From an optimization exercise on the open Yosys and OpenROAD flow, aimed at small area; shortcuts taken in it are not production practice. Only simulation tests tie the RTL to the original design; equivalence was not proved. No driver is modelled on the clock port, so clocking that relies on it looks cheaper here than on a real chip. No activity file was given, so power comes from the tool's default toggle rates.

### design/flow/design.v
module dbc(
input clk,
input rst,
input signal_i,
output reg signal_o,
output rise,       
output pulse,      
output started     
    );
    function [4:0] L;
        input [4:0] x;
        L = {x[3:0], x[4] ^ x[2]};
    endfunction
    localparam [4:0] Z   = 5'b00001;   
    localparam [4:0] T19 = 5'b00110;   
    localparam [4:0] R   = 5'b10000;   
    reg [4:0] cnt;
    reg [1:0] ph;
    wire flip = (cnt == T19);
    wire s = signal_o ^ flip;
    wire diff = signal_i ^ s;
    assign rise = signal_o & (ph == 2'd2);
    assign pulse = signal_o & (ph == 2'd3);
    assign started = (cnt != R);
    always @(posedge clk or posedge rst) begin
        if (rst) begin
            signal_o <= 1'b0;
            cnt <= R;
            ph <= 2'd0;
        end else begin
            signal_o <= s;
            cnt <= (diff & ~flip) ? L(cnt) : (diff ? L(Z) : Z);
            ph <= flip ? 2'd1 : ph + {1'b0, ph != 2'd0};
        end
    end
endmodule
module card_generator(input hit, input clk, input rst, input [3:0] lstate,
                      output reg [3:0] card, output reg same);
reg par;
reg [3:0] v;
always @(*) begin
    case ({par, lstate})
        5'd0: v = 4'd2;
        5'd1: v = 4'd8;
        5'd2: v = 4'd2;
        5'd3: v = 4'd4;
        5'd4: v = 4'd10;
        5'd5: v = 4'd8;
        5'd6: v = 4'd4;
        5'd7: v = 4'd10;
        5'd8: v = 4'd6;
        5'd9: v = 4'd6;
        5'd10: v = 4'd4;
        5'd11: v = 4'd8;
        5'd12: v = 4'd10;
        5'd13: v = 4'd2;
        5'd14: v = 4'd6;
        5'd16: v = 4'd7;
        5'd17: v = 4'd3;
        5'd18: v = 4'd7;
        5'd19: v = 4'd9;
        5'd20: v = 4'd5;
        5'd21: v = 4'd3;
        5'd22: v = 4'd9;
        5'd23: v = 4'd5;
        5'd24: v = 4'd11;
        5'd25: v = 4'd11;
        5'd26: v = 4'd9;
        5'd27: v = 4'd3;
        5'd28: v = 4'd5;
        5'd29: v = 4'd7;
        5'd30: v = 4'd11;
        default: v = {par, 3'd0};
    endcase
end
always @(posedge clk or posedge rst) begin
    if (rst)
        par <= 1'b0;
    else
        par <= ~par;
end
always @(posedge clk) begin
    if (hit) begin
        card <= v;
        same <= (v == card);
    end
end
endmodule
module lfsr (out, state, clk, rst);
  output reg [3:0] out;
  output [3:0] state;
  input clk, rst;
  reg [3:0] number;
  assign state = number;
  wire feedback = ~(number[3] ^ number[2]);
  always @(posedge clk, posedge rst)
  begin
    if (rst)
      number <= 4'b0;
    else
      number <= {number[2:0], feedback};
  end
  always @(*) begin
    case (number)
      0: out = 5;
      1: out = 11;
      14: out = 8;
      13: out = 3;
      12: out = 10;
      default: out = number;
    endcase
  end
endmodule
module bin2bcd_8b(
   input [7:0] bin,
   output reg [11:0] bcd
   );
integer i;
always @(bin) begin
    bcd = 0;
    for (i = 0; i < 8; i = i + 1) begin
        if (bcd[3:0] >= 5) bcd[3:0] = bcd[3:0] + 3;
        if (bcd[7:4] >= 5) bcd[7:4] = bcd[7:4] + 3;
        bcd = {bcd[10:0], bin[7-i]};
    end
end
endmodule
module lcd(clk, rst, trigger, started, ps, ds, fhp, shp, fhd, shd, bet,
           sf_e, e, rs, rw, d, c, b, a);
    parameter CW = 11;
    input clk, rst, trigger, started;
    input [4:0] ps, ds, fhp, shp, fhd, shd;
    input [7:0] bet;
    output sf_e;
    output reg e, rs, rw, d, c, b, a;
    reg [CW-1:0] count;
    reg [5:0] code;
    reg st;
    wire [6:0] idx = count[CW-1:CW-7];
    assign sf_e = started;
    wire refresh = started & (count[CW-8] ^ (count[CW-9:CW-11] == 3'd0));
    reg [7:0] sc;
    always @(*) begin
        case (idx)
            7'd17, 7'd19: sc = {3'b000, ps};
            7'd27, 7'd29: sc = {3'b000, ds};
            7'd37, 7'd39, 7'd41: sc = bet;
            7'd49, 7'd51: sc = {3'b000, fhp};
            7'd55, 7'd57: sc = {3'b000, shp};
            7'd65, 7'd67: sc = {3'b000, fhd};
            7'd71, 7'd73: sc = {3'b000, shd};
            default:      sc = 8'bx;    
        endcase
    end
    wire [11:0] dg;
    bin2bcd_8b conv(.bin(sc), .bcd(dg));
    wire [1:0] tens = dg[5:4];
    wire [4:0] ones5 = {1'b0, dg[3:0]};
    reg [5:0] code_n;
    always @(*) begin
        case (idx)
            7'd0: code_n = 6'h03;
            7'd1: code_n = 6'h03;
            7'd2: code_n = 6'h03;
            7'd3: code_n = 6'h02;
            7'd4: code_n = 6'h02;
            7'd5: code_n = 6'h08;
            7'd6: code_n = 6'h00;
            7'd7: code_n = 6'h06;
            7'd8: code_n = 6'h00;
            7'd9: code_n = 6'h0C;
            7'd10: code_n = 6'h00;
            7'd11: code_n = 6'h01;
            7'd12: code_n = 6'h25;
            7'd13: code_n = 6'h20;
            7'd14: code_n = 6'h23;
            7'd15: code_n = 6'h2A;
            7'd16: code_n = 6'h23;
            7'd17: code_n = {4'h8, tens};
            7'd18: code_n = 6'h23;
            7'd19: code_n = {2'h2, ones5[3:0]};
            7'd20: code_n = 6'h22;
            7'd21: code_n = 6'h20;
            7'd22: code_n = 6'h24;
            7'd23: code_n = 6'h24;
            7'd24: code_n = 6'h23;
            7'd25: code_n = 6'h2A;
            7'd26: code_n = 6'h23;
            7'd27: code_n = {4'h8, tens};
            7'd28: code_n = 6'h23;
            7'd29: code_n = {2'h2, ones5[3:0]};
            7'd30: code_n = 6'h22;
            7'd31: code_n = 6'h20;
            7'd32: code_n = 6'h24;
            7'd33: code_n = 6'h22;
            7'd34: code_n = 6'h23;
            7'd35: code_n = 6'h2A;
            7'd36: code_n = 6'h23;
            7'd37: code_n = {2'h2, dg[11:8]};
            7'd38: code_n = 6'h23;
            7'd39: code_n = {2'h2, dg[7:4]};
            7'd40: code_n = 6'h23;
            7'd41: code_n = {2'h2, dg[3:0]};
            7'd42: code_n = 6'h0C;
            7'd43: code_n = 6'h00;
            7'd44: code_n = 6'h25;
            7'd45: code_n = 6'h20;
            7'd46: code_n = 6'h23;
            7'd47: code_n = 6'h2A;
            7'd48: code_n = 6'h23;
            7'd49: code_n = {4'h8, tens};
            7'd50: code_n = 6'h23;
            7'd51: code_n = {2'h2, ones5[3:0]};
            7'd52: code_n = 6'h22;
            7'd53: code_n = 6'h20;
            7'd54: code_n = 6'h23;
            7'd55: code_n = {4'h8, tens};
            7'd56: code_n = 6'h23;
            7'd57: code_n = {2'h2, ones5[3:0]};
            7'd58: code_n = 6'h22;
            7'd59: code_n = 6'h20;
            7'd60: code_n = 6'h24;
            7'd61: code_n = 6'h24;
            7'd62: code_n = 6'h23;
            7'd63: code_n = 6'h2A;
            7'd64: code_n = 6'h23;
            7'd65: code_n = {4'h8, tens};
            7'd66: code_n = 6'h23;
            7'd67: code_n = {2'h2, ones5[3:0]};
            7'd68: code_n = 6'h22;
            7'd69: code_n = 6'h20;
            7'd70: code_n = 6'h23;
            7'd71: code_n = {4'h8, tens};
            7'd72: code_n = 6'h23;
            7'd73: code_n = {2'h2, ones5[3:0]};
            default: code_n = 6'h10;
        endcase
    end
    always @(posedge clk or posedge rst) begin
        if (rst) begin
            count <= 0;
            code <= 0;
            st <= 0;
            {e, rs, rw, d, c, b, a} <= 0;
        end else if (!st) begin
            count <= count + 1'b1;
            code <= code_n;
            {e, rs, rw, d, c, b, a} <= {refresh, code};
            if (idx == 7'd127)
                st <= 1'b1;
        end else if (trigger)
            st <= 1'b0;
    end
endmodule
`timescale 1ns / 1ps
module blackjack(
	input reset,
	input clk,
	input hit,
	input stay,
	input double_down,
	input split,
	output win,
	output tie,
	output lose,
	output sf_e, e, rs, rw, d, c, b, a
    );
wire hit_out, stay_out, dd_out, split_out;
wire hit_rise, hit_sp, stay_sp, double_down_sp, split_sp;
wire started;
dbc hit_debounce(.clk(clk), .rst(reset), .signal_i(hit), .signal_o(hit_out), .rise(hit_rise), .pulse(hit_sp), .started(started));
dbc stay_debounce(.clk(clk), .rst(reset), .signal_i(stay), .signal_o(stay_out), .rise(), .pulse(stay_sp), .started());
dbc dd_debounce(.clk(clk), .rst(reset), .signal_i(double_down), .signal_o(dd_out), .rise(), .pulse(double_down_sp), .started());
dbc split_debounce(.clk(clk), .rst(reset), .signal_i(split), .signal_o(split_out), .rise(), .pulse(split_sp), .started());
wire [3:0] d_card, lstate;
lfsr d_new_card(.clk(clk), .rst(reset), .out(d_card), .state(lstate));
wire [3:0] card;
wire same;
card_generator new_card(.hit(hit_rise), .clk(clk), .rst(reset), .lstate(lstate), .card(card), .same(same));
reg [4:0] ps, X, fhp, shp, shd;
reg [7:0] bet;
reg [4:0] state;
localparam [4:0] S_INIT = 5'b00000,
                 S_DDA = 5'b00010,
                 S_DDB = 5'b00011,
                 S_P0 = 5'b00100,
                 S_P1 = 5'b00101,
                 S_P2 = 5'b00110,
                 S_P3 = 5'b00111,
                 S_DL1 = 5'b01000,
                 S_DLN = 5'b01001,
                 S_DLS = 5'b01010,
                 S_DL1D = 5'b01100,
                 S_DLND = 5'b01101,
                 S_DLSD = 5'b01110,
                 S_SFHA = 5'b10000,
                 S_SFHB = 5'b10001,
                 S_SSHA = 5'b10100,
                 S_SSHB = 5'b10101,
                 S_RES = 5'b10010,
                 S_RESD = 5'b10011,
                 S_DONE = 5'b10110,
                 S_DFH1 = 5'b11000,
                 S_DFHN = 5'b11001,
                 S_DFHS = 5'b11010,
                 S_DSH = 5'b11101,
                 S_DSHS = 5'b11110;
wire splitted = |fhp;    
wire trigger = hit_out | stay_out | dd_out | split_out;
lcd lcdTest(.clk(clk), .rst(reset), .trigger(trigger), .started(started),
    .ps(ps), .ds(splitted ? 5'd0 : X), .fhp(fhp), .shp(shp), .fhd(splitted ? X : 5'd0), .shd(shd),
    .bet(bet), .sf_e(sf_e), .e(e), .rs(rs), .rw(rw), .d(d), .c(c), .b(b), .a(a));
wire isP   = (state == S_P0) || (state == S_P1) || (state == S_P2) || (state == S_P3);
wire isDDA = (state == S_DDA);
wire in_sfh = (state == S_SFHA) || (state == S_SFHB);
wire in_ssh = (state == S_SSHA) || (state == S_SSHB);
wire in_dsh = (state == S_DSH);
wire dl_add = (state == S_DL1) || (state == S_DLN) || (state == S_DL1D) || (state == S_DLND)
           || (state == S_DFH1) || (state == S_DFHN);
wire resf = (state == S_RES) || (state == S_RESD);
wire clr = (resf || state == S_DONE) && split_sp;    
wire betok = bet >= 8'd10;
wire pl = isP && betok;
reg [1:0] ncp;    
always @(*) begin
    case (state)
        S_P1: ncp = 2'd1;
        S_P2: ncp = 2'd2;
        S_P3: ncp = 2'd3;
        default: ncp = 2'd0;
    endcase
end
wire [1:0] ncp1 = hit_sp ? ((ncp == 2'd3) ? 2'd3 : ncp + 2'd1) : ncp;
wire split_ev = pl && split_sp && ncp1 == 2'd2 && same;
wire dealer_turn = dl_add || in_dsh;
wire [4:0] A = clr ? 5'd0 : in_sfh ? fhp : in_ssh ? shp : dl_add ? X : in_dsh ? shd : ps;
wire [4:0] padd = (card == 4'd11 && A > 5'd10) ? 5'd1 : {1'b0, card};
wire [4:0] B = clr ? 5'd0 : dealer_turn ? {1'b0, d_card} : padd;
wire [4:0] sum = A + B;
wire [4:0] psum = sum;
wire [4:0] dsum = sum;
wire [4:0] np = hit_sp ? sum : A;
wire ge21 = np >= 5'd21;
wire d17 = sum >= 5'd17;
wire we_ps = clr || (hit_sp && (pl || isDDA));
wire we_fh = clr || (hit_sp && in_sfh);
wire we_sh = clr || (hit_sp && in_ssh);
wire we_x  = clr || dl_add;
wire we_sd = clr || in_dsh;
function [2:0] hand;
    input [4:0] p, dl;
    input chk0;
    begin
        if (p > 21 && dl > 21) hand = 3'b010;
        else if (p > 21) hand = 3'b001;
        else if (dl > 21) hand = 3'b100;
        else if (dl > p) hand = 3'b001;
        else if (dl < p) hand = 3'b100;
        else if (!chk0 || (p != 0 && dl != 0)) hand = 3'b010;
        else hand = 3'b000;
    end
endfunction
wire [4:0] p1 = splitted ? fhp : ps;
wire [2:0] h1 = hand(p1, X, splitted);
wire [2:0] h2 = hand(shp, shd, 1'b1);
wire ddg = (state == S_RESD);
reg [7:0] delta;
always @(*) begin
    if (splitted) begin
        delta = (h1[2] ? 8'd10 : h1[0] ? -8'd10 : 8'd0) + (h2[2] ? 8'd10 : h2[0] ? -8'd10 : 8'd0);
    end else begin
        if (h1[2]) delta = ddg ? 8'd20 : (ps == 5'd21) ? 8'd15 : 8'd10;
        else if (h1[0]) delta = (ddg && !(ps > 21)) ? -8'd20 : -8'd10;
        else delta = 8'd0;
    end
end
wire [2:0] res = h1 | h2;
assign {win, tie, lose} = (state == S_DONE) ? res : 3'b000;
reg [4:0] nstate;
always @(*) begin
    nstate = state;
    case (state)
        S_INIT: nstate = S_P0;
        S_P0, S_P1, S_P2, S_P3:
            if (betok) begin
                nstate = (ncp1 == 2'd0) ? S_P0 : (ncp1 == 2'd1) ? S_P1 : (ncp1 == 2'd2) ? S_P2 : S_P3;
                if ((stay_sp && ncp1 >= 2) || ge21)
                    nstate = S_DL1;
                if (double_down_sp && ncp1 == 2 && (np == 9 || np == 10 || np == 11) && bet >= 20)
                    nstate = S_DDA;
                if (split_ev)
                    nstate = S_SFHA;
            end
        S_DDA: if (hit_sp) nstate = stay_sp ? S_DL1D : S_DDB;
        S_DDB: if (stay_sp) nstate = S_DL1D;
        S_DL1: nstate = S_DLN;
        S_DL1D: nstate = S_DLND;
        S_DFH1: nstate = S_DFHN;
        S_DLN: if (d17) nstate = S_DLS;
        S_DLND: if (d17) nstate = S_DLSD;
        S_DFHN: if (d17) nstate = S_DFHS;
        S_DLS: nstate = S_RES;
        S_DLSD: nstate = S_RESD;
        S_SFHA, S_SFHB: begin
                if (hit_sp) nstate = S_SFHB;
                if ((stay_sp && (hit_sp || state == S_SFHB)) || ge21)
                    nstate = S_DFH1;
            end
        S_DFHS: nstate = S_SSHA;
        S_SSHA, S_SSHB: begin
                if (hit_sp) nstate = S_SSHB;
                if ((stay_sp && (hit_sp || state == S_SSHB)) || ge21)
                    nstate = S_DSH;
            end
        S_DSH: if (d17) nstate = S_DSHS;
        S_DSHS: nstate = S_RES;
        S_RES, S_RESD: nstate = S_DONE;
        default: ;
    endcase
    if (clr) nstate = S_INIT;
end
always @(posedge clk or posedge reset) begin
    if (reset) begin
        ps <= 0; X <= 0; fhp <= 0; shp <= 0; shd <= 0;
        bet <= 8'd100;
        state <= S_INIT;
    end else begin
        state <= nstate;
        if (we_ps) ps <= psum;
        if (split_ev) begin
            fhp <= {1'b0, card};
            shp <= {1'b0, card};
        end else begin
            if (we_fh) fhp <= psum;
            if (we_sh) shp <= psum;
        end
        if (we_x) X <= dsum;
        if (we_sd) shd <= dsum;
        if (resf) bet <= bet + delta;
    end
end
endmodule
### design/flow/flow/run.sh
#!/bin/bash
# Layout flow: the standard synthesis, then the combinational logic between
# the (unchanged) registers is re-optimised for area with ABC, then the standard flow's
# standard layout from floorplan to finish. Each tool writes its own log here.
set -uo pipefail
W=$(pwd)
R=$W/orfs/results/${FLOW_PLATFORM}/blackjack/base
LIB=$FLOW_HOME/platforms/${FLOW_PLATFORM}/lib/sky130_fd_sc_hd__tt_025C_1v80.lib

bash standard.sh synth > $W/log_1_std_synth.txt 2>&1 || exit 1
cp $R/1_2_yosys.v $W/std_netlist.v

# don't-use cells of the platform
python3 - "$FLOW_HOME/platforms/${FLOW_PLATFORM}/config.mk" > $W/dont_use.txt <<'PY'
import re, sys
txt = open(sys.argv[1]).read().replace("\\\n", " ")
cells = set()
for m in re.finditer(r"DONT_USE_CELLS\s*\+?=([^\n]*)", txt):
    cells.update(re.findall(r"sky130_fd_sc_hd__\w+", m.group(1)))
print(" ".join(f"-dont_use {c}" for c in sorted(cells)))
PY
DU=$(cat $W/dont_use.txt)

best=""
bestarea=""
for s in $W/flow/abc_*.script; do
  n=$(basename $s .script)
  cat > $W/resynth_$n.ys <<EOS
read_liberty -ignore_miss_func $LIB
blackbox sky130_fd_sc_hd__*df* sky130_fd_sc_hd__dl*
read_verilog $W/std_netlist.v
hierarchy -top $FLOW_TOP
flatten
opt_clean -purge
abc -script $s -liberty $LIB $DU
opt_clean -purge
hilomap -singleton -hicell sky130_fd_sc_hd__conb_1 HI -locell sky130_fd_sc_hd__conb_1 LO
opt_clean -purge
tee -o $W/stat_$n.txt stat -liberty $LIB
write_verilog -noattr -nohex -nodec $W/netlist_$n.v
EOS
  ( timeout 1200 yosys -s $W/resynth_$n.ys > $W/log_2_resynth_$n.txt 2>&1 ) &
  # at most NUM_CORES at once
  while (( $(jobs -rp | wc -l) >= ${NUM_CORES:-4} )); do sleep 1; done
done
wait
for s in $W/flow/abc_*.script; do
  n=$(basename $s .script)
  a=$(grep -o "Chip area for module.*: [0-9.]*" $W/stat_$n.txt 2>/dev/null | awk '{print $NF}')
  [[ -z "$a" || ! -s $W/netlist_$n.v ]] && continue
  # only cell instances (no behavioural registers) may come out
  grep -qE "^\s*(reg|always)\b" $W/netlist_$n.v && continue
  # the registers must be the standard synthesis's, by name and cell type
  grep -oE "sky130_fd_sc_hd__[a-z]*(df|dl)[a-z0-9_]* [^ ]*" $W/std_netlist.v | sort > $W/regs_std.txt
  grep -oE "sky130_fd_sc_hd__[a-z]*(df|dl)[a-z0-9_]* [^ ]*" $W/netlist_$n.v | sort > $W/regs_$n.txt
  cmp -s $W/regs_std.txt $W/regs_$n.txt || continue
  if [[ -z "$best" ]] || python3 -c "import sys; sys.exit(0 if $a < $bestarea else 1)"; then
    best=$n; bestarea=$a
  fi
done
echo "chosen: ${best:-standard} ${bestarea}" > $W/log_2_resynth_choice.txt
if [[ -n "$best" ]]; then
  cp $W/netlist_$best.v $R/1_2_yosys.v
  touch $R/1_2_yosys.v
fi

# extra make settings for the layout, one per line
ARGS=()
if [[ -f $W/flow/layout_args.txt ]]; then
  while IFS= read -r line; do [[ -n "$line" ]] && ARGS+=("$line"); done < $W/flow/layout_args.txt
fi
# upsize slow clock buffers after CTS
ARGS+=("POST_CTS_TCL=$W/flow/post_cts.tcl")
bash standard.sh "${ARGS[@]}" finish > $W/log_3_std_layout.txt 2>&1 || exit 1
### design/flow/flow/abc_s1.script
strash
&get -n
&deepsyn -T 60 -S 1
&put
dch -f
amap
topo
### design/flow/flow/abc_s2.script
strash
&get -n
&deepsyn -T 60 -S 2
&put
dch -f
amap
topo
### design/flow/flow/abc_s3.script
strash
&get -n
&deepsyn -T 60 -S 3
&put
dch -f
amap
topo
### design/flow/flow/abc_s4.script
strash
&get -n
&deepsyn -T 60 -S 4
&put
dch -f
amap
topo
### design/flow/flow/abc_s5.script
strash
&get -n
&deepsyn -T 60 -S 5
&put
dch -f
amap -m
topo
### design/flow/flow/abc_s6.script
strash
&get -n
&deepsyn -T 60 -S 6
&put
dch -f
amap -m
topo
### design/flow/flow/abc_s7.script
strash
&get -n
&deepsyn -T 60 -S 7
&put
dch -f
amap -m
topo
### design/flow/flow/abc_s8.script
strash
&get -n
&deepsyn -T 60 -S 8
&put
dch -f
amap -m
topo
### design/flow/flow/layout_args.txt
BUFFER_PORTS_ARGS=-buffer_cell sky130_fd_sc_hd__buf_1
CTS_ARGS=-sink_clustering_enable -repair_clock_nets -buf_list sky130_fd_sc_hd__clkbuf_8 -dont_use_dummy_load
### design/flow/flow/post_cts.tcl
# Upsize the clock buffers that drive a register clock pin with a slow slew.
estimate_parasitics -placement
set thr 120.0
set big [[ord::get_db] findMaster sky130_fd_sc_hd__clkbuf_16]
set drivers [dict create]
foreach pin [get_pins -hierarchical */CLK] {
  set s 0
  foreach a {slew_max_rise slew_max_fall} {
    set v [get_property $pin $a]
    if {[string is double -strict $v] && $v > $s} { set s $v }
  }
  if {[sta::time_sta_ui $s] * 1000.0 > $thr} {
    set iterm [[ord::get_db_block] findITerm [get_full_name $pin]]
    if {$iterm == "NULL"} continue
    set net [$iterm getNet]
    foreach it [$net getITerms] {
      if {[$it isOutputSignal]} { dict set drivers [[$it getInst] getName] 1 }
    }
  }
}
set n 0
foreach name [dict keys $drivers] {
  set inst [[ord::get_db_block] findInst $name]
  set m [[$inst getMaster] getName]
  if {[string match "sky130_fd_sc_hd__clkbuf_*" $m] && $m != "sky130_fd_sc_hd__clkbuf_16"} {
    $inst swapMaster $big
    incr n
  }
}
puts "post-cts: upsized $n clock buffers (slew over $thr ps)"
if {$n > 0} {
  detailed_placement
  estimate_parasitics -placement
}
### design/flow/standard.sh
#!/bin/bash
# synth_recipe.tcl (not shown) runs the flow's synth.tcl, then flattens the netlist and writes it again
# the make line also repeats each setting of config.mk as NAME=value (left out here)
make -C /OpenROAD-flow-scripts/flow DESIGN_CONFIG=/design/flow/config.mk WORK_HOME=/design/flow/orfs CLKGATE_MAP_FILE= SYNTH_SCRIPT=/design/flow/synth_recipe.tcl "${@:-finish}"
### design/flow/config.mk
export PLATFORM = sky130hd
export DESIGN_NAME = blackjack
export DESIGN_NICKNAME = blackjack
export VERILOG_FILES = /design/flow/design.v
export SDC_FILE = /design/flow/constraint.sdc
export NUM_CORES = 4
export LEC_CHECK = 0
export ABC_AREA = 1
export CAP_MARGIN = 20
export CORE_MARGIN = 2
export CORE_UTILIZATION = 40
export CTS_BUF_LIST = sky130_fd_sc_hd__clkbuf_8
export HOLD_SLACK_MARGIN = 0
export SLEW_MARGIN = 20
### design/flow/constraint.sdc
create_clock -name core_clock -period 10.0 [get_ports {clk}]
set_input_delay 2.0000 -clock core_clock [delete_from_list [all_inputs] [get_ports {clk}]]
set_output_delay 2.0000 -clock core_clock [all_outputs]
set_load 0.01 [all_outputs]
==> notes.md, run 1 <==
Worst setup path:
- The endpoint class of the critical path is a flip-flop.
- The source of the critical timing path is state[3].
- Counting stages on the worst path, the most repeated cell is sky130_fd_sc_hd__nor2_1.
- The critical path runs through a total of 32 cells.
- The worst register-to-register path ends at state[2].
- Among all stages on the critical path, the largest delay is contributed by sky130_fd_sc_hd__o21ai_0.
- The critical path ends at state[2].
- The worst setup path is launched from a flip-flop.
- The critical path start-end classification is flip-flop to flip-flop.
- The setup slack of the most critical reg-to-reg path is 3.46 ns.
- The critical path contains buffers and inverters numbering 3 combined.
- The startpoint identified for the worst register-to-register timing path is state[3].
- The family with the most delay on the worst path is compound AO/OA/AOI/OAI gates.
- At the worst endpoint, the arrival time is 6.87 ns.
- The delay contributed by the slowest stage of the critical path is 0.61 ns.
- In this run the worst path has a maximum fanout of 11.
- Data on the critical path is required at its endpoint by 10.33 ns.
- For the worst flop-to-flop path, the logic depth is 32.

Placement:
- Routability-driven placement finished with a final weighted congestion of 1.00.
- The detailed-placement wirelength estimate is 12.4 mm.
- The standard cell area after detailed placement is 6430 µm².
- The placed cell count is 996.
- The number of buffers added on ports is 16.

Detailed routing:
- In the final routed layout, each cell accounts on average for 16.6 µm.
- The first routing iteration left 491 violations.
- The number of search-and-repair iterations in the first detailed-routing pass is 5.
- The final wirelength is 16.7 mm.
- Dividing the detail-routed via count by the number of cells gives 5.83.
- The routed layout has 5861 vias.
- In the routed design, unresolved DRC markers number 0.
- In this run the remaining antenna-violating nets after routing total 0.

Floorplanning:
- In this run the standard cell core region covers 15100 µm².
- The initialized floorplan defines 45 standard-cell rows.
- In this run the horizontal extent of the chip is 128 µm.
- The count of pins on the block boundary is 17.
- For this configuration, the core starts out at a cell density of 0.406.
- The die height is 128 µm.
- The die area is 16300 µm².

STA:
- The maximum frequency from static timing analysis is 153 MHz.
- The worst max-slew margin expressed relative to the limit is 0.319.
- The clock period minus worst slack is 6.54 ns.
- The setup TNS is 0 ns.
- For the pin with the worst max-slew slack, the measured transition is 1.01 ns.
- Setup repair after global routing left no endpoint under its margin.
- Of the available clock period, the critical path in the final layout requires 0.654.
- The final max-slew violation count is 0.
- The final hold slack is 0.461 ns.
- The number of setup violations in the final report is 0.
- The total count of hold-check failures in the final report is 0.
- Between clock sinks in the finished design, the worst skew comes to 0.0249 ns.

Logic synthesis:
- The cell area after synthesis is 6120 µm².
- The synthesized area per cell is 7.74 µm².
- Synthesis handed over a netlist of 791 instances.
- The net count after synthesis is 797.
- Yosys printed 6 warnings.

Cells and area:
- After filler insertion, the fill cell instance count of the layout stands at 1517.
- From synthesis to final layout, the design area changed by 7.95%.
- The share of post-route cells with drive strength above 1 is 0.0220.
- After the flow finishes, the layout carries non-filler instances totaling 1005.
- The number of inserted diodes is 0.
- The share of the core filled with cells is 0.438.
- The number of nets at the end of the flow is 825.
- The design area is 6610 µm².

Clocking:
- The clock sink total is 105.
- The clock slew seen by the registers of the worst setup and hold paths is 0.08 ns.
- TritonCTS built the clock tree.
- The clock latency on the worst-skew pair is 0.42 ns.

GRT:
- The largest net degree at the start of global routing is 77.
- The first-pass GRT wire length is 28.2 mm.
- After global routing the overflow that remains totals 0.
- In the global route stage, overall resource usage came out at 0.217.
- The number of global-route vias before repair came to 5475.
- The number of antenna violations at the first check in global routing was 0.

Power:
- Power spread over the standard cell area amounts to 139 nW/µm².
- The leakage dissipation is 2.42 nW.
- VDD sags by at most 0.160 mV.

Flow run:
- The max-cap check violation count is 0.

Outcome:
- The flow ran to the end and the layout has no timing, DRC or antenna violations.

Hold path:
- The min-delay analysis places its worst path in the category flip-flop to flip-flop.
==> sequential cells by signal (all words and copies together) (netlist names), 2 cells and up <==
| name | cells |
|---|---|
| X | 5 |
| bet | 8 |
| d_new_card.number | 4 |
| dd_debounce.cnt | 5 |
| dd_debounce.ph | 2 |
| fhp | 5 |
| hit_debounce.cnt | 5 |
| hit_debounce.ph | 2 |
| lcdTest.code | 6 |
| lcdTest.count | 11 |
| new_card.card | 4 |
| ps | 5 |
| shd | 5 |
| shp | 5 |
| split_debounce.cnt | 5 |
| split_debounce.ph | 2 |
| state | 5 |
| stay_debounce.cnt | 5 |
| stay_debounce.ph | 2 |
==> power by group <==
part,total (mW),internal [mW],switching (mW)
Sequential,0.516,0.482,0.0335
Combinational,0.138,0.0489,0.0888
Clock,0.266,0.124,0.142
Total,0.919,0.655,0.264
==> worst min path at each step <==
stage                                   start             endpoint  slack, ns  cells past startpoint
after floorplan           hit_debounce.cnt[3]  hit_debounce.cnt[4]       0.43                      2
after global placement    hit_debounce.cnt[3]  hit_debounce.cnt[4]       0.45                      2
after detailed placement  hit_debounce.cnt[3]  hit_debounce.cnt[4]       0.45                      2
after global routing      hit_debounce.cnt[3]  hit_debounce.cnt[4]       0.48                      2
final                     hit_debounce.cnt[3]  hit_debounce.cnt[4]       0.46                      2
==> through the flow <==
| step | setup WS [ns] | power (mW) |
|---|---|---|
| after global routing | 2.59 | 0.970 |
| final | 3.46 | 0.919 |
| after detailed placement | 3.59 | 0.664 |
| after floorplan | 4.91 | 0.624 |
| after global placement | 3.81 | 0.660 |
==> layout by cell type, fill, tap and decap left out, types with 4 or more instances in the layout <==
master,count
sky130_fd_sc_hd__o22a_1,4
sky130_fd_sc_hd__nor3b_1,4
sky130_fd_sc_hd__dfstp_2,7
sky130_fd_sc_hd__nor4_1,9
sky130_fd_sc_hd__edfxtp_1,5
sky130_fd_sc_hd__nor3_1,41
sky130_fd_sc_hd__dfrtp_1,93
sky130_fd_sc_hd__or2_0,9
sky130_fd_sc_hd__o21a_1,7
sky130_fd_sc_hd__clkinv_1,124
sky130_fd_sc_hd__o2111ai_1,5
sky130_fd_sc_hd__nand4_1,6
sky130_fd_sc_hd__o32a_1,4
sky130_fd_sc_hd__o221ai_1,6
sky130_fd_sc_hd__or3_1,4
sky130_fd_sc_hd__o22ai_1,50
sky130_fd_sc_hd__nand3_1,8
sky130_fd_sc_hd__o21ai_0,52
sky130_fd_sc_hd__nand2_1,46
sky130_fd_sc_hd__o32ai_1,9
sky130_fd_sc_hd__nor2b_1,6
sky130_fd_sc_hd__clkbuf_16,5
sky130_fd_sc_hd__nor2_1,161
sky130_fd_sc_hd__a22o_1,6
sky130_fd_sc_hd__buf_1,16
sky130_fd_sc_hd__a22oi_1,6
sky130_fd_sc_hd__a21oi_1,61
sky130_fd_sc_hd__a31oi_1,9
sky130_fd_sc_hd__clkbuf_8,4
sky130_fd_sc_hd__o211ai_1,6
sky130_fd_sc_hd__a211oi_1,7
sky130_fd_sc_hd__a221oi_1,5
==> layer usage <==
layer / wire length [µm] / vias to the layer above / track usage
li1: - / 2895 / -
met1: 7820 / 2718 / 0.303
met2: 7360 / 202 / 0.330
met3: 1040 / 46 / 0.0434
met4: 470 / 0 / 0.0899
met5: 0 / - / 0
==> worst reg2reg max path, delay by kind of cell (launching register included) <==
kind | cells | cell delay [ns]
AO/OA/AOI/OAI | 10 | 2.63
AND/OR/NAND/NOR | 19 | 2.37
buffers and inverters | 3 | 0.96
flip-flops | 1 | 0.51
==> area by class of cell <==
type                       instances  area [µm²]  share of cell area
sequential                       105        2660               0.403
tap                              188         235              0.0356
inverter                         125         472              0.0713
clock buffer                       9         180              0.0273
multi-input combinational        561        3000               0.453
timing repair buffer              17        67.6              0.0102
==> inputs of run 2 (changes only) <==
--- a/design/flow/design.v
+++ b/design/flow/design.v
@@ -70,7 +70,7 @@
         5'd28: v = 4'd5;
         5'd29: v = 4'd7;
         5'd30: v = 4'd11;
-        default: v = {par, 3'd0};
+        default: v = 4'bx;    
     endcase
 end
 always @(posedge clk or posedge rst) begin
@@ -107,6 +107,7 @@
       14: out = 8;
       13: out = 3;
       12: out = 10;
+      15: out = 4'bx;    
       default: out = number;
     endcase
   end
@@ -415,7 +416,8 @@
         S_DSH: if (d17) nstate = S_DSHS;
         S_DSHS: nstate = S_RES;
         S_RES, S_RESD: nstate = S_DONE;
-        default: ;
+        S_DONE: ;
+        default: nstate = 5'bx;    
     endcase
     if (clr) nstate = S_INIT;
 end
--- a/design/flow/flow/run.sh
+++ b/design/flow/flow/run.sh
@@ -71,4 +71,6 @@
 fi
 # upsize slow clock buffers after CTS
 ARGS+=("POST_CTS_TCL=$W/flow/post_cts.tcl")
+# build a two-level clock tree of our own before CTS (CTS_ARGS then leaves it alone)
+[[ -f $W/flow/pre_cts.tcl ]] && ARGS+=("PRE_CTS_TCL=$W/flow/pre_cts.tcl")
 bash standard.sh "${ARGS[@]}" finish > $W/log_3_std_layout.txt 2>&1 || exit 1
--- a/design/flow/flow/post_cts.tcl
+++ b/design/flow/flow/post_cts.tcl
@@ -1,6 +1,6 @@
 # Upsize the clock buffers that drive a register clock pin with a slow slew.
 estimate_parasitics -placement
-set thr 120.0
+set thr 1000.0
 set big [[ord::get_db] findMaster sky130_fd_sc_hd__clkbuf_16]
 set drivers [dict create]
 foreach pin [get_pins -hierarchical */CLK] {
@@ -9,7 +9,9 @@
     set v [get_property $pin $a]
     if {[string is double -strict $v] && $v > $s} { set s $v }
   }
-  if {[sta::time_sta_ui $s] * 1000.0 > $thr} {
+  set ps_ [expr {[sta::time_sta_ui $s] * 1000.0}]
+  if {$ps_ > 100.0} { puts "post-cts: [get_full_name $pin] slew $ps_ ps" }
+  if {$ps_ > $thr} {
     set iterm [[ord::get_db_block] findITerm [get_full_name $pin]]
     if {$iterm == "NULL"} continue
     set net [$iterm getNet]
removed: design/flow/flow/abc_s5.script
removed: design/flow/flow/abc_s6.script
removed: design/flow/flow/abc_s7.script
removed: design/flow/flow/abc_s8.script
==> notes.md, run 2 <==
Worst setup path:
- The source of the worst register-to-register timing path is state[2] (was state[3]).
- The setup slack of the most critical reg-to-reg path is 3.96 ns (was 3.46 ns).
- The critical path start-end classification was flip-flop to flip-flop (unchanged).
- The number of cells on the worst reg-to-reg path is 32 (unchanged).
- The cell type with the highest occurrence count on the critical path is sky130_fd_sc_hd__nor2_1 (unchanged).
- The nature of the critical path startpoint is a flip-flop (unchanged).
- The capturing point of the worst reg2reg path is state[0] (was state[2]).
- The data required time at the worst endpoint is 10.28 ns (was 10.33 ns).
- The endpoint class of the critical path is a flip-flop (unchanged).
- The library cell contributing the largest single delay on the critical path is sky130_fd_sc_hd__a2111oi_0 (was sky130_fd_sc_hd__o21ai_0).
- The arrival time at the worst endpoint is 6.32 ns (was 6.87 ns).
- The delay contributed by the slowest stage of the critical path was 0.51 ns (was 0.61 ns).
- The critical-path maximum fanout is 8 (was 11).

Cells and area:
- The synthesis-to-layout area growth is 7.85% (was 7.95%).
- Leading cell types in the layout, fill and taps excluded: sky130_fd_sc_hd__nor2_1 (166), sky130_fd_sc_hd__clkinv_1 (132), sky130_fd_sc_hd__dfrtp_1 (93) (was sky130_fd_sc_hd__nor2_1 (161), sky130_fd_sc_hd__clkinv_1 (124), sky130_fd_sc_hd__dfrtp_1 (93)).
- The flip-flop count of the largest register, all copies and words added was 11 (unchanged).
- Regs by FF count: lcdTest.count (11), bet (8), lcdTest.code (6) (unchanged).
- The fill cell total of the finished layout was 1510 (was 1517).
- The number of cells in the finished layout apart from fillers is 1024 (was 1005).
- The register bank with the most flops is lcdTest.count (unchanged).
- The commonest non-fill, non-tap cell in the layout is sky130_fd_sc_hd__nor2_1 (unchanged).
- The number of inserted diodes came to 0 (unchanged).
- The design area is 6620 µm² (was 6610 µm²).
- The number of nets at the end of the flow is 844 (was 825).
- The share of post-route cells with drive strength above 1 came to 0.0227 (was 0.0220).

Logic synthesis:
- The cell area after synthesis came to 6130 µm² (was 6120 µm²).
- The synthesized area per cell is 7.58 µm² (was 7.74 µm²).
- The net count after synthesis was 815 (was 797).
- The synthesized instance count is 809 (was 791).
- The total number of yosys warnings was 6 (unchanged).

Floorplanning:
- The number of standard-cell rows in the floorplan is 45 (unchanged).
- The die height is 128 µm (about the same).
- The count of pins on the block boundary is 17 (unchanged).
- The die area is 16300 µm² (about the same).
- The width of the die is 128 µm (about the same).
- The core area is 15100 µm² (unchanged).
- The effective utilization at floorplan was 0.407 (was 0.406).

GRT:
- The first-pass GRT wire length is 28.7 mm (was 28.2 mm).
- The combined global-route utilization of all metal layers is 0.222 (was 0.217).
- The remaining global-route overflow came to 0 (unchanged).
- The number of antenna violations at the first check in global routing was 0 (unchanged).
- The largest net degree at the start of global routing is 59 (was 77).
- The number of global-route vias before repair came to 5667 (was 5475).

Hold path:
- The worst hold path endpoint is d_new_card.number[2] (was hit_debounce.cnt[4]).
- The number of cells on the worst hold path is 0 (was 2).
- The startpoint of the most critical hold path is d_new_card.number[1] (was hit_debounce.cnt[3]).
- The type of the most critical hold path is flip-flop to flip-flop (unchanged).

Placement:
- The detailed-placement wirelength estimate is 13.4 mm (was 12.4 mm).
- The final weighted congestion in routability-driven placement is 0.983 (was 1.00).
- The placed cell count was 1015 (was 996).
- The standard cell area after detailed placement is 6450 µm² (was 6430 µm²).
- The number of buffers added on ports is 16 (unchanged).

Detailed routing:
- The final routed wire length divided by cell count was 16.9 µm (was 16.6 µm).
- The number of DRC markers after the initial detailed-route iteration is 569 (was 491).
- The final wirelength is 17.3 mm (was 16.7 mm).
- The number of search-and-repair iterations in the first detailed-routing pass came to 7 (was 5).
- The detail-routed via count per cell was 5.80 (was 5.83).
- The total DRC errors in the routed layout came to 0 (unchanged).
- The count of antenna-violating nets left after detailed routing is 0 (unchanged).
- The total number of vias is 5944 (was 5861).

STA:
- The clock period minus worst slack was 6.04 ns (was 6.54 ns).
- The number of setup violations in the final report is 0 (unchanged).
- The slew at the pin closest to its max-slew limit came to 0.939 ns (was 1.01 ns).
- RSZ-0062 raised after global routing: no (unchanged).
- The final period utilization is 0.604 (was 0.654).
- The total count of hold-check failures in the final report is 0 (unchanged).
- The worst max-slew margin expressed relative to the limit was 0.369 (was 0.319).
- The final hold slack is 0.462 ns (was 0.461 ns).
- The final max-slew violation count is 0 (unchanged).
- The setup TNS is 0 ns (unchanged).
- The maximum frequency from static timing analysis is 166 MHz (was 153 MHz).
- The post-route clock skew is 0.0157 ns (was 0.0249 ns).

Clocking:
- The clock slew seen by the registers of the worst setup and hold paths is 0.07 ns (was 0.08 ns).
- The clock sink total came to 105 (unchanged).
- The clock latency on the worst-skew pair is 0.40 ns (was 0.42 ns).
- The TritonCTS clock tree is yes (unchanged).

Power:
- The power per unit of standard cell area came to 139 nW/µm² (about the same).
- The peak supply drop was 0.0969 mV (was 0.160 mV).
- The sum of internal, switching and leakage power is 0.918 mW (was 0.919 mW).
- The leakage dissipation was 2.58 nW (was 2.42 nW).

Outcome:
- Status: finished clean (unchanged).

Flow run:
- The max-cap check violation count is 0 (unchanged).
==> run 2: worst max path at each step <==
stage / startpoint / end / slack (ns) / cells after the start
final: state[2] / state[0] / 3.96 / 32
after detailed placement: state[2] / state[0] / 4.12 / 32
after global placement: state[2] / state[0] / 4.29 / 32
after floorplan: state[2] / state[0] / 5.11 / 32
after global routing: state[2] / state[0] / 3.08 / 32
==> run 2: stage by stage <==
stage,util,worst slack (ns)
5_1_grt,0.438,3.08
6_report,0.438,3.96
3_3_place_gp,0.427,4.29
3_5_place_dp,0.427,4.12
2_1_floorplan,-,5.11
==> run 2: worst max-delay path: cells and delay by family (launching register included) <==
family | cells | cell delay [ns]
compound gates | 13 | 2.54
simple gates | 13 | 2.14
buf+inv | 6 | 0.79
flops | 1 | 0.44
==> run 2: area by class of cell <==
cell class	count	area, µm²	area share
multi-input combinational	571	2970	0.450
sequential	105	2660	0.402
inverter	133	502	0.0758
tap	188	235	0.0356
clock buffer	9	169	0.0255
timing repair buffer	18	75.1	0.0113
==> run 2: metal layers <==
| metal | up-vias | wire length [µm] | GRT usage |
|---|---|---|---|
| met5 | - | 0 | 0 |
| met4 | 0 | 469 | 0.0795 |
| met3 | 35 | 1160 | 0.0509 |
| met2 | 218 | 7870 | 0.352 |
| met1 | 2770 | 7790 | 0.299 |
| li1 | 2921 | - | - |
==> run 2: where the power goes <==
group	switching (mW)	total, mW	internal [mW]
clock	0.137	0.252	0.115
combinational	0.0941	0.148	0.0541
sequential	0.0351	0.518	0.483
==> inputs of run 3 (changes only) <==
--- a/design/flow/flow/run.sh
+++ b/design/flow/flow/run.sh
@@ -71,6 +71,4 @@
 fi
 # upsize slow clock buffers after CTS
 ARGS+=("POST_CTS_TCL=$W/flow/post_cts.tcl")
-# build a two-level clock tree of our own before CTS (CTS_ARGS then leaves it alone)
-[[ -f $W/flow/pre_cts.tcl ]] && ARGS+=("PRE_CTS_TCL=$W/flow/pre_cts.tcl")
 bash standard.sh "${ARGS[@]}" finish > $W/log_3_std_layout.txt 2>&1 || exit 1
==> design/flow/flow/abc_s10.script (new file) <==
strash
&get -n
&deepsyn -T 60 -S 10
&put
dch -f
amap
topo
==> design/flow/flow/abc_s11.script (new file) <==
strash
&get -n
&deepsyn -T 60 -S 11
&put
dch -f
amap
topo
==> design/flow/flow/abc_s12.script (new file) <==
strash
&get -n
&deepsyn -T 60 -S 12
&put
dch -f
amap
topo
==> design/flow/flow/abc_s13.script (new file) <==
strash
&get -n
&deepsyn -T 60 -S 13
&put
dch -f
amap -m
topo
==> design/flow/flow/abc_s14.script (new file) <==
strash
&get -n
&deepsyn -T 60 -S 14
&put
dch -f
amap -m
topo
==> design/flow/flow/abc_s15.script (new file) <==
strash
&get -n
&deepsyn -T 60 -S 15
&put
dch -f
amap -m
topo
==> design/flow/flow/abc_s16.script (new file) <==
strash
&get -n
&deepsyn -T 60 -S 16
&put
dch -f
amap -m
topo
==> design/flow/flow/abc_s5.script (new file) <==
strash
&get -n
&deepsyn -T 60 -S 5
&put
dch -f
amap -m
topo
==> design/flow/flow/abc_s6.script (new file) <==
strash
&get -n
&deepsyn -T 60 -S 6
&put
dch -f
amap -m
topo
==> design/flow/flow/abc_s7.script (new file) <==
strash
&get -n
&deepsyn -T 60 -S 7
&put
dch -f
amap -m
topo
==> design/flow/flow/abc_s8.script (new file) <==
strash
&get -n
&deepsyn -T 60 -S 8
&put
dch -f
amap -m
topo
==> design/flow/flow/abc_s9.script (new file) <==
strash
&get -n
&deepsyn -T 60 -S 9
&put
dch -f
amap
topo
--- a/design/flow/flow/post_cts.tcl
+++ b/design/flow/flow/post_cts.tcl
@@ -1,6 +1,6 @@
 # Upsize the clock buffers that drive a register clock pin with a slow slew.
 estimate_parasitics -placement
-set thr 1000.0
+set thr 126.0
 set big [[ord::get_db] findMaster sky130_fd_sc_hd__clkbuf_16]
 set drivers [dict create]
 foreach pin [get_pins -hierarchical */CLK] {
@@ -9,9 +9,7 @@
     set v [get_property $pin $a]
     if {[string is double -strict $v] && $v > $s} { set s $v }
   }
-  set ps_ [expr {[sta::time_sta_ui $s] * 1000.0}]
-  if {$ps_ > 100.0} { puts "post-cts: [get_full_name $pin] slew $ps_ ps" }
-  if {$ps_ > $thr} {
+  if {[sta::time_sta_ui $s] * 1000.0 > $thr} {
     set iterm [[ord::get_db_block] findITerm [get_full_name $pin]]
     if {$iterm == "NULL"} continue
     set net [$iterm getNet]
==> notes.md, run 3 <==
Detailed routing:
- The number of search-and-repair iterations in the first detailed-routing pass is 5 (was 7).
- The final wirelength is 16.7 mm (was 17.3 mm).
- The total number of vias is 5910 (was 5944).
- The detail-routed via count per cell is 5.77 (was 5.80).
- The final routed wire length divided by cell count is 16.3 µm (was 16.9 µm).
- The total DRC errors in the routed layout is 0 (unchanged).
- The count of antenna-violating nets left after detailed routing is 0 (unchanged).
- The number of DRC markers after the initial detailed-route iteration was 443 (was 569).

Power:
- The peak supply drop is 0.114 mV (was 0.0969 mV).
- The power per unit of standard cell area is 139 nW/µm² (about the same).
- The leakage dissipation is 2.53 nW (was 2.58 nW).
- The sum of internal, switching and leakage power is 0.921 mW (was 0.918 mW).

Worst setup path:
- The arrival time at the worst endpoint was 6.71 ns (was 6.32 ns).
- The critical-path maximum fanout is 17 (was 8).
- The delay contributed by the slowest stage of the critical path came to 0.70 ns (was 0.51 ns).
- The library cell contributing the largest single delay on the critical path is sky130_fd_sc_hd__a2111oi_0 (unchanged).
- The critical path start-end classification is flip-flop to flip-flop (unchanged).
- The nature of the critical path startpoint is a flip-flop (unchanged).
- The data required time at the worst endpoint came to 10.35 ns (was 10.28 ns).
- The endpoint class of the critical path was a flip-flop (unchanged).

Placement:
- The pre-CTS setup slack is 3.95 ns (was 4.12 ns).
- The detailed-placement wirelength estimate is 13.0 mm (was 13.4 mm).
- The final weighted congestion in routability-driven placement was 0.950 (was 0.983).
- The placed cell count is 1016 (was 1015).
- The number of buffers added on ports is 16 (unchanged).

STA:
- The setup TNS is 0 ns (unchanged).
- The post-route clock skew came to 0.0260 ns (was 0.0157 ns).
- The final period utilization is 0.636 (was 0.604).
- The final max-slew violation count is 0 (unchanged).
- The slew at the pin closest to its max-slew limit came to 1.01 ns (was 0.939 ns).
- The maximum frequency from static timing analysis was 157 MHz (was 166 MHz).
- The number of setup violations in the final report was 0 (unchanged).
- RSZ-0062 raised after global routing: no (unchanged).
- The total count of hold-check failures in the final report came to 0 (unchanged).
- The worst setup margin is 3.64 ns (was 3.96 ns).
- The clock period minus worst slack is 6.36 ns (was 6.04 ns).
- The worst max-slew margin expressed relative to the limit is 0.320 (was 0.369).

Floorplanning:
- The width of the die is 128 µm (about the same).
- The effective utilization at floorplan is 0.406 (was 0.407).
- The count of pins on the block boundary is 17 (unchanged).
- The core area is 15100 µm² (unchanged).
- The number of standard-cell rows in the floorplan came to 45 (unchanged).
- The die area is 16300 µm² (about the same).
- The die height is 128 µm (about the same).

Logic synthesis:
- The synthesized instance count is 810 (was 809).
- The total number of yosys warnings is 6 (unchanged).
- The net count after synthesis is 816 (was 815).
- The synthesized area per cell was 7.57 µm² (was 7.58 µm²).
- The cell area after synthesis came to 6130 µm² (about the same).

GRT:
- The remaining global-route overflow is 0 (unchanged).
- The global-route track usage on met3 is 0.0497 (was 0.0509).
- The number of global-route vias before repair is 5633 (was 5667).
- The first-pass GRT wire length is 28.2 mm (was 28.7 mm).
- The busiest layer in global routing is met2 (unchanged).
- The combined global-route utilization of all metal layers came to 0.217 (was 0.222).
- The number of antenna violations at the first check in global routing is 0 (unchanged).
- The met1 usage in global routing is 0.292 (was 0.299).
- The met2 track utilization from global routing is 0.339 (was 0.352).
- The largest net degree at the start of global routing is 56 (was 59).

Hold path:
- The type of the most critical hold path is flip-flop to flip-flop (unchanged).

Clocking:
- The clock latency on the worst-skew pair is 0.41 ns (was 0.40 ns).
- The TritonCTS clock tree was yes (unchanged).
- The clock slew seen by the registers of the worst setup and hold paths came to 0.09 ns (was 0.07 ns).
- The clock sink total is 105 (unchanged).

Cells and area:
- The number of inserted diodes is 0 (unchanged).
- Regs by FF count: lcdTest.count (11), bet (8), lcdTest.code (6) (unchanged).
- The flip-flop count of the largest register, all copies and words added is 11 (unchanged).
- Leading cell types in the layout, fill and taps excluded: sky130_fd_sc_hd__nor2_1 (160), sky130_fd_sc_hd__clkinv_1 (129), sky130_fd_sc_hd__dfrtp_1 (93) (was sky130_fd_sc_hd__nor2_1 (166), sky130_fd_sc_hd__clkinv_1 (132), sky130_fd_sc_hd__dfrtp_1 (93)).
- The share of the core filled with cells is 0.439 (was 0.438).
- The number of cells in the finished layout apart from fillers is 1025 (was 1024).
- The number of nets at the end of the flow is 845 (was 844).
- The fill cell total of the finished layout is 1556 (was 1510).
- The flip-flop and latch area was 2660 µm² (unchanged).
- The area of the multi-input gates was 2980 µm² (was 2970 µm²).
- The register bank with the most flops is lcdTest.count (unchanged).
- The commonest non-fill, non-tap cell in the layout is sky130_fd_sc_hd__nor2_1 (unchanged).
- The synthesis-to-layout area growth is 8.04% (was 7.85%).
- The share of post-route cells with drive strength above 1 was 0.0227 (about the same).

Flow run:
- The max-cap check violation count was 0 (unchanged).

Outcome:
- Status: finished clean (unchanged).
==> run 3: per-layer routing <==
layer  share of wire  vias to the layer above  wire [µm]
li1                -                     2931          -
met1            0.45                     2700       7530
met2            0.45                      233       7510
met3           0.067                       46       1120
met4           0.033                        0        548
met5               0                        -          0
==> run 3: critical path, delay by kind of cell (launching register included) <==
kind / cells / cell delay, ns
compound gates: 12 / 2.94
simple gates: 10 / 1.75
buf+inv: 3 / 0.97
flops: 1 / 0.64
==> run 3: worst paths after layout <==
kind                                           from                  end  slack [ns]  cells past startpoint
worst max-delay path                       state[3]             state[1]        3.64                     25
worst min-delay path            hit_debounce.cnt[3]  hit_debounce.cnt[4]        0.46                      2
min in group asynchronous                     reset  hit_debounce.cnt[2]        1.64                      2
max in group asynchronous                     reset               shp[2]        7.21                      3
worst min register to register  hit_debounce.cnt[3]  hit_debounce.cnt[4]        0.46                      2
worst max register to register             state[3]             state[1]        3.64                     25
==> run 3: final cells by class <==
class	count	share of cell area
timing repair buffer	18	0.0113
sequential	105	0.402
inverter	130	0.0741
tap	188	0.0355
clock buffer	9	0.0272
multi-input combinational	575	0.450
==> run 3: through the flow <==
stage	hold slack (ns)	instance area (µm²)
detailed placement	0.459	6440
floorplan	0.431	6130
global placement	0.455	6440
finish	0.462	6620
global route	0.498	6620
==> run 3: power breakdown <==
| group | total (mW) | switching (mW) | internal, mW |
|---|---|---|---|
| clock network | 0.264 | 0.141 | 0.124 |
| registers | 0.514 | 0.0323 | 0.482 |
| logic | 0.143 | 0.0919 | 0.0507 |
| total | 0.921 | 0.265 | 0.656 |
==> inputs of run 4 (changes only) <==
--- a/design/flow/design.v
+++ b/design/flow/design.v
@@ -26,13 +26,13 @@
         if (rst) begin
             signal_o <= 1'b0;
             cnt <= R;
-            ph <= 2'd0;
         end else begin
             signal_o <= s;
             cnt <= (diff & ~flip) ? L(cnt) : (diff ? L(Z) : Z);
-            ph <= flip ? 2'd1 : ph + {1'b0, ph != 2'd0};
         end
     end
+    always @(posedge clk)
+        ph <= flip ? 2'd1 : ph + {1'b0, ph != 2'd0};
 endmodule
 module card_generator(input hit, input clk, input rst, input [3:0] lstate,
                       output reg [3:0] card, output reg same);
--- a/design/flow/flow/run.sh
+++ b/design/flow/flow/run.sh
@@ -71,4 +71,6 @@
 fi
 # upsize slow clock buffers after CTS
 ARGS+=("POST_CTS_TCL=$W/flow/post_cts.tcl")
+# build a two-level clock tree of our own before CTS (CTS_ARGS then leaves it alone)
+[[ -f $W/flow/pre_cts.tcl ]] && ARGS+=("PRE_CTS_TCL=$W/flow/pre_cts.tcl")
 bash standard.sh "${ARGS[@]}" finish > $W/log_3_std_layout.txt 2>&1 || exit 1
--- a/design/flow/flow/post_cts.tcl
+++ b/design/flow/flow/post_cts.tcl
@@ -1,6 +1,6 @@
 # Upsize the clock buffers that drive a register clock pin with a slow slew.
 estimate_parasitics -placement
-set thr 126.0
+set thr 120.0
 set big [[ord::get_db] findMaster sky130_fd_sc_hd__clkbuf_16]
 set drivers [dict create]
 foreach pin [get_pins -hierarchical */CLK] {
@@ -9,7 +9,9 @@
     set v [get_property $pin $a]
     if {[string is double -strict $v] && $v > $s} { set s $v }
   }
-  if {[sta::time_sta_ui $s] * 1000.0 > $thr} {
+  set ps_ [expr {[sta::time_ui_sta $s] * 1e12}]
+  if {$ps_ > 90.0} { puts "post-cts: [get_full_name $pin] slew $ps_ ps" }
+  if {$ps_ > $thr} {
     set iterm [[ord::get_db_block] findITerm [get_full_name $pin]]
     if {$iterm == "NULL"} continue
     set net [$iterm getNet]
==> notes.md, run 4 <==
Outcome:
- Status: finished clean (unchanged).

STA:
- RSZ-0062 raised after global routing: no (unchanged).
- The final hold slack is 0.457 ns (was 0.462 ns).
- The setup TNS was 0 ns (unchanged).
- The final period utilization came to 0.539 (was 0.636).
- The total count of hold-check failures in the final report is 0 (unchanged).
- The clock period minus worst slack came to 5.39 ns (was 6.36 ns).
- The maximum frequency from static timing analysis was 186 MHz (was 157 MHz).
- The number of setup violations in the final report is 0 (unchanged).
- The slew at the pin closest to its max-slew limit is 0.756 ns (was 1.01 ns).
- The post-route clock skew is 0.0321 ns (was 0.0260 ns).
- The worst max-slew margin expressed relative to the limit is 0.491 (was 0.320).
- The final max-slew violation count is 0 (unchanged).

Cells and area:
- Leading cell types in the layout, fill and taps excluded: sky130_fd_sc_hd__nor2_1 (158), sky130_fd_sc_hd__clkinv_1 (137), sky130_fd_sc_hd__dfrtp_1 (85) (was sky130_fd_sc_hd__nor2_1 (160), sky130_fd_sc_hd__clkinv_1 (129), sky130_fd_sc_hd__dfrtp_1 (93)).
- The number of inserted diodes is 0 (unchanged).
- The fill cell total of the finished layout is 1514 (was 1556).
- The share of post-route cells with drive strength above 1 is 0.0229 (was 0.0227).
- The register bank with the most flops is lcdTest.count (unchanged).
- The synthesis-to-layout area growth came to 7.19% (was 8.04%).
- The number of nets at the end of the flow came to 838 (was 845).
- The commonest non-fill, non-tap cell in the layout was sky130_fd_sc_hd__nor2_1 (unchanged).
- The design area came to 6490 µm² (was 6620 µm²).
- Regs by FF count: lcdTest.count (11), bet (8), lcdTest.code (6) (unchanged).
- The flip-flop count of the largest register, all copies and words added is 11 (unchanged).

Worst setup path:
- The critical-path maximum fanout is 9 (was 17).
- The data required time at the worst endpoint is 10.25 ns (was 10.35 ns).
- The nature of the critical path startpoint is a flip-flop (unchanged).
- The critical path start-end classification was flip-flop to flip-flop (unchanged).
- The library cell contributing the largest single delay on the critical path is sky130_fd_sc_hd__a221oi_1 (was sky130_fd_sc_hd__a2111oi_0).
- The count of buffering cells on the critical path with inverters included is 4 (was 3).
- The endpoint class of the critical path is a flip-flop (unchanged).
- The cell type with the highest occurrence count on the critical path is sky130_fd_sc_hd__nor2_1.
- The family with the most delay on the worst path is compound AO/OA/AOI/OAI gates (unchanged).
- The delay contributed by the slowest stage of the critical path is 0.41 ns (was 0.70 ns).
- The setup slack of the most critical reg-to-reg path is 4.61 ns (was 3.64 ns).
- The arrival time at the worst endpoint is 5.64 ns (was 6.71 ns).

Detailed routing:
- The total number of vias is 5763 (was 5910).
- The number of search-and-repair iterations in the first detailed-routing pass is 5 (unchanged).
- The final routed wire length divided by cell count is 15.7 µm (was 16.3 µm).
- The count of antenna-violating nets left after detailed routing came to 0 (unchanged).
- The detail-routed via count per cell is 5.68 (was 5.77).
- The number of DRC markers after the initial detailed-route iteration was 488 (was 443).
- The total DRC errors in the routed layout is 0 (unchanged).
- The final wirelength is 15.9 mm (was 16.7 mm).

Placement:
- The standard cell area after detailed placement was 6360 µm² (was 6440 µm²).
- The number of buffers added on ports came to 16 (unchanged).
- The final weighted congestion in routability-driven placement is 0.938 (was 0.950).
- The detailed-placement wirelength estimate was 12.1 mm (was 13.0 mm).

Hold path:
- The type of the most critical hold path is flip-flop to flip-flop (unchanged).

Logic synthesis:
- The net count after synthesis is 809 (was 816).
- The total number of yosys warnings came to 6 (unchanged).
- The cell area after synthesis was 6050 µm² (was 6130 µm²).
- The synthesized instance count came to 803 (was 810).
- The synthesized area per cell is 7.54 µm² (was 7.57 µm²).

GRT:
- The global-route track usage on met3 is 0.0410 (was 0.0497).
- The number of global-route vias before repair is 5325 (was 5633).
- The number of antenna violations at the first check in global routing is 0 (unchanged).
- The met1 usage in global routing was 0.275 (was 0.292).
- The met2 track utilization from global routing is 0.331 (was 0.339).
- The busiest layer in global routing is met2 (unchanged).
- The largest net degree at the start of global routing is 83 (was 56).
- The combined global-route utilization of all metal layers is 0.204 (was 0.217).
- The remaining global-route overflow is 0 (unchanged).
- The first-pass GRT wire length was 26.5 mm (was 28.2 mm).

Clocking:
- The clock latency on the worst-skew pair is 0.39 ns (was 0.41 ns).
- The clock sink total is 105 (unchanged).
- The TritonCTS clock tree was yes (unchanged).
- The clock slew seen by the registers of the worst setup and hold paths came to 0.10 ns (was 0.09 ns).

Floorplanning:
- The die area is 16100 µm² (was 16300 µm²).
- The die height was 127 µm (was 128 µm).
- The number of standard-cell rows in the floorplan is 44 (was 45).
- The count of pins on the block boundary is 17 (unchanged).
- The core area is 14600 µm² (was 15100 µm²).
- The effective utilization at floorplan is 0.413 (was 0.406).
- The width of the die came to 127 µm (was 128 µm).

Power:
- The sum of internal, switching and leakage power is 0.868 mW (was 0.921 mW).
- The peak supply drop was 0.0664 mV (was 0.114 mV).
- The power per unit of standard cell area is 134 nW/µm² (was 139 nW/µm²).
- The leakage dissipation is 2.42 nW (was 2.53 nW).

Flow run:
- The max-cap check violation count is 0 (unchanged).
run 4: area by class of cell:
class	count	area (µm²)	area share
multi-input cells	560	2910	0.449
flip-flops and latches	105	2620	0.404
inverters	138	520	0.0802
well taps	184	230	0.0355
clock buffers	9	124	0.0191
repair buffers	18	78.8	0.0122
run 4: power by group:
group	switching, mW	total (mW)	internal (mW)
sequential	0.0373	0.520	0.483
combinational	0.0867	0.137	0.0501
clock	0.130	0.211	0.0811
run 4: through the flow:
stage / cells / setup slack [ns] / util
3_3_place_gp: 1005 / 5.06 / 0.434
5_1_grt: 1014 / 3.94 / 0.443
6_report: 1014 / 4.61 / 0.443
3_5_place_dp: 1005 / 4.77 / 0.434
2_1_floorplan: 803 / 5.55 / -
run 4: routing by layer:
metal,share of wire,vias to the layer above
li1,-,2911
met3,0.052,24
met2,0.47,152
met5,0,-
met4,0.025,0
met1,0.46,2676
run 4: worst paths after layout:
path                                           start                     to  cells after the start
worst min-delay path            d_new_card.number[0]   d_new_card.number[1]                      0
worst min register to register  d_new_card.number[0]   d_new_card.number[1]                      0
min in group asynchronous                      reset  split_debounce.cnt[2]                      2
worst max-delay path                          fhp[0]                 bet[7]                     28
worst max register to register                fhp[0]                 bet[7]                     28
max in group asynchronous                      reset                 bet[4]                      3
==> inputs of run 5 (changes only) <==
==> design/flow/flow/abc_s1.script (replaced) <==
strash
&get -n
&deepsyn -T 120 -S 21
&put
dch -f
amap
topo
==> design/flow/flow/abc_s2.script (replaced) <==
strash
&get -n
&deepsyn -T 120 -S 22
&put
dch -f
amap
topo
==> design/flow/flow/abc_s3.script (replaced) <==
strash
&get -n
&deepsyn -T 120 -S 23
&put
dch -f
amap
topo
==> design/flow/flow/abc_s4.script (replaced) <==
strash
&get -n
&deepsyn -T 120 -S 24
&put
dch -f
amap
topo
==> design/flow/flow/abc_s5.script (replaced) <==
strash
&get -n
&deepsyn -T 120 -S 25
&put
dch -f
amap -m
topo
==> design/flow/flow/abc_s6.script (replaced) <==
strash
&get -n
&deepsyn -T 120 -S 26
&put
dch -f
amap -m
topo
==> design/flow/flow/abc_s7.script (replaced) <==
strash
&get -n
&deepsyn -T 120 -S 27
&put
dch -f
amap -m
topo
==> design/flow/flow/abc_s8.script (replaced) <==
strash
&get -n
&deepsyn -T 120 -S 28
&put
dch -f
amap -m
topo
removed: design/flow/flow/abc_s10.script
removed: design/flow/flow/abc_s11.script
removed: design/flow/flow/abc_s12.script
removed: design/flow/flow/abc_s13.script
removed: design/flow/flow/abc_s14.script
removed: design/flow/flow/abc_s15.script
removed: design/flow/flow/abc_s16.script
removed: design/flow/flow/abc_s9.script
==> notes.md, run 5 <==
Floorplanning:
- The number of standard-cell rows in the floorplan came to 44 (unchanged).
- The die height is 127 µm (about the same).
- The count of pins on the block boundary is 17 (unchanged).
- The effective utilization at floorplan came to 0.412 (was 0.413).
- The core area came to 14600 µm² (about the same).
- The die area came to 16000 µm² (was 16100 µm²).

Cells and area:
- Leading cell types in the layout, fill and taps excluded: sky130_fd_sc_hd__nor2_1 (164), sky130_fd_sc_hd__clkinv_1 (127), sky130_fd_sc_hd__dfrtp_1 (85) (was sky130_fd_sc_hd__nor2_1 (158), sky130_fd_sc_hd__clkinv_1 (137), sky130_fd_sc_hd__dfrtp_1 (85)).
- The number of nets at the end of the flow is 826 (was 838).
- The number of cells in the finished layout apart from fillers is 1002 (was 1014).
- The number of inserted diodes was 0 (unchanged).
- Regs by FF count: lcdTest.count (11), bet (8), lcdTest.code (6) (unchanged).
- The share of post-route cells with drive strength above 1 is 0.0244 (was 0.0229).
- The register bank with the most flops is lcdTest.count (unchanged).
- The synthesis-to-layout area growth is 7.27% (was 7.19%).

Worst setup path:
- The arrival time at the worst endpoint was 6.09 ns (was 5.64 ns).
- The critical path start-end classification was flip-flop to flip-flop (unchanged).
- The critical-path maximum fanout is 7 (was 9).

Power:
- The peak supply drop came to 0.0917 mV (was 0.0664 mV).
- The leakage dissipation was 2.46 nW (was 2.42 nW).
- The power per unit of standard cell area is 137 nW/µm² (was 134 nW/µm²).
- The sum of internal, switching and leakage power is 0.882 mW (was 0.868 mW).

Flow run:
- The max-cap check violation count is 0 (unchanged).

STA:
- The setup TNS is 0 ns (unchanged).
- The final period utilization is 0.579 (was 0.539).
- The final hold slack is 0.472 ns (was 0.457 ns).
- The total count of hold-check failures in the final report is 0 (unchanged).
- The worst max-slew margin expressed relative to the limit was 0.356 (was 0.491).
- The number of setup violations in the final report was 0 (unchanged).
- The clock period minus worst slack was 5.79 ns (was 5.39 ns).
- The maximum frequency from static timing analysis came to 173 MHz (was 186 MHz).
- The slew at the pin closest to its max-slew limit is 0.958 ns (was 0.756 ns).

GRT:
- The global-route track usage on met3 is 0.0375 (was 0.0410).
- The busiest layer in global routing is met2 (unchanged).
- The number of global-route vias before repair is 5498 (was 5325).
- The met2 track utilization from global routing is 0.383 (was 0.331).

Logic synthesis:
- The synthesized area per cell came to 7.59 µm² (was 7.54 µm²).
- The cell area after synthesis came to 6010 µm² (was 6050 µm²).
- The net count after synthesis is 797 (was 809).
- The total number of yosys warnings is 6 (unchanged).
- The synthesized instance count is 791 (was 803).

Clocking:
- The clock latency on the worst-skew pair is 0.39 ns (about the same).
- The TritonCTS clock tree was yes (unchanged).
- The clock sink total was 105 (unchanged).

Detailed routing:
- The total number of vias is 5937 (was 5763).
- The number of DRC markers after the initial detailed-route iteration is 587 (was 488).
- The count of antenna-violating nets left after detailed routing is 0 (unchanged).

Placement:
- The final weighted congestion in routability-driven placement is 0.961 (was 0.938).
- The detailed-placement wirelength estimate is 13.5 mm (was 12.1 mm).

Outcome:
- Status: finished clean (unchanged).
## run 5: changes by cell type in the layout (fill, tap and decap cells not counted), moves of 5 or more
cell                       change
sky130_fd_sc_hd__a21oi_1      +19
sky130_fd_sc_hd__o22ai_1      -13
sky130_fd_sc_hd__nor3_1       -12
sky130_fd_sc_hd__clkinv_1     -10
sky130_fd_sc_hd__nand3_1       -6
sky130_fd_sc_hd__nor2_1        +6
sky130_fd_sc_hd__a31oi_1       -5
## run 5: final timing paths
check                                  start                end  slack, ns  depth (start not counted)
max                                   fhp[2]             bet[7]       4.21                         27
min                        dd_debounce.ph[0]  dd_debounce.ph[0]       0.47                          1
max reg2reg                           fhp[2]             bet[7]       4.21                         27
min reg2reg                dd_debounce.ph[0]  dd_debounce.ph[0]       0.47                          1
max in group asynchronous              reset             bet[1]       7.19                          3
min in group asynchronous              reset          lcdTest.e       1.61                          2
## run 5: cell type report
cell class / count / area (µm²)
multi-input combinational: 558 / 2910
fill: 1486 / 8150
tap: 184 / 230
sequential: 105 / 2620
inverter: 128 / 482
timing repair buffer: 18 / 75.1
clock buffer: 9 / 124
## run 5: layer usage
| layer | vias to the layer above | routed length (µm) | share of wire |
|---|---|---|---|
| met5 | - | 0 | 0 |
| met3 | 34 | 929 | 0.053 |
| met1 | 2806 | 7520 | 0.43 |
| met4 | 0 | 371 | 0.021 |
| met2 | 224 | 8600 | 0.49 |
| li1 | 2873 | - | - |
## run 5: critical path, cell delays in order (launching register included)
cell                       delay (ns)
sky130_fd_sc_hd__dfrtp_1         0.42
sky130_fd_sc_hd__nor3_1          0.20
sky130_fd_sc_hd__nand3_1         0.23
sky130_fd_sc_hd__o21ai_0         0.35
sky130_fd_sc_hd__nor2_1          0.07
sky130_fd_sc_hd__a21oi_1         0.20
sky130_fd_sc_hd__o221ai_1        0.19
sky130_fd_sc_hd__o21ai_0         0.34
sky130_fd_sc_hd__o21ai_0         0.25
sky130_fd_sc_hd__nor2_1          0.19
sky130_fd_sc_hd__a21oi_1         0.11
sky130_fd_sc_hd__o32ai_1         0.41
sky130_fd_sc_hd__a21oi_1         0.23
sky130_fd_sc_hd__o22ai_1         0.26
sky130_fd_sc_hd__clkinv_1        0.12
sky130_fd_sc_hd__nand3_1         0.11
sky130_fd_sc_hd__nor2_1          0.06
sky130_fd_sc_hd__o21ai_0         0.47
sky130_fd_sc_hd__clkinv_1        0.18
sky130_fd_sc_hd__nor3_1          0.25
sky130_fd_sc_hd__nor2_1          0.09
sky130_fd_sc_hd__a21oi_1         0.14
sky130_fd_sc_hd__o21ai_0         0.14
sky130_fd_sc_hd__a211oi_1        0.30
sky130_fd_sc_hd__nand2_1         0.11
sky130_fd_sc_hd__o21ai_0         0.13
sky130_fd_sc_hd__nor2_1          0.07
sky130_fd_sc_hd__a21oi_1         0.11
## run 5: power breakdown
part	leakage (nW)	total (mW)	internal [mW]	switching, mW
Sequential	1.29	0.521	0.484	0.0368
Combinational	1.11	0.145	0.0528	0.0923
Clock	0.0647	0.216	0.0811	0.135
## run 5: stage by stage
stage / cell area (µm²) / util / setup WS (ns)
floorplan: 6010 / - / 5.49
global placement: 6320 / 0.433 / 4.56
detailed placement: 6320 / 0.433 / 4.49
global route: 6440 / 0.442 / 3.60
finish: 6440 / 0.442 / 4.21

Check on run 5: ideal ports give 4.206 ns setup slack; a clkbuf_16 on the clock port and buf_2 on the inputs give 4.206 ns; moving port delays by the midpoint clock arrival (0.419 ns) as well gives 4.206 ns.
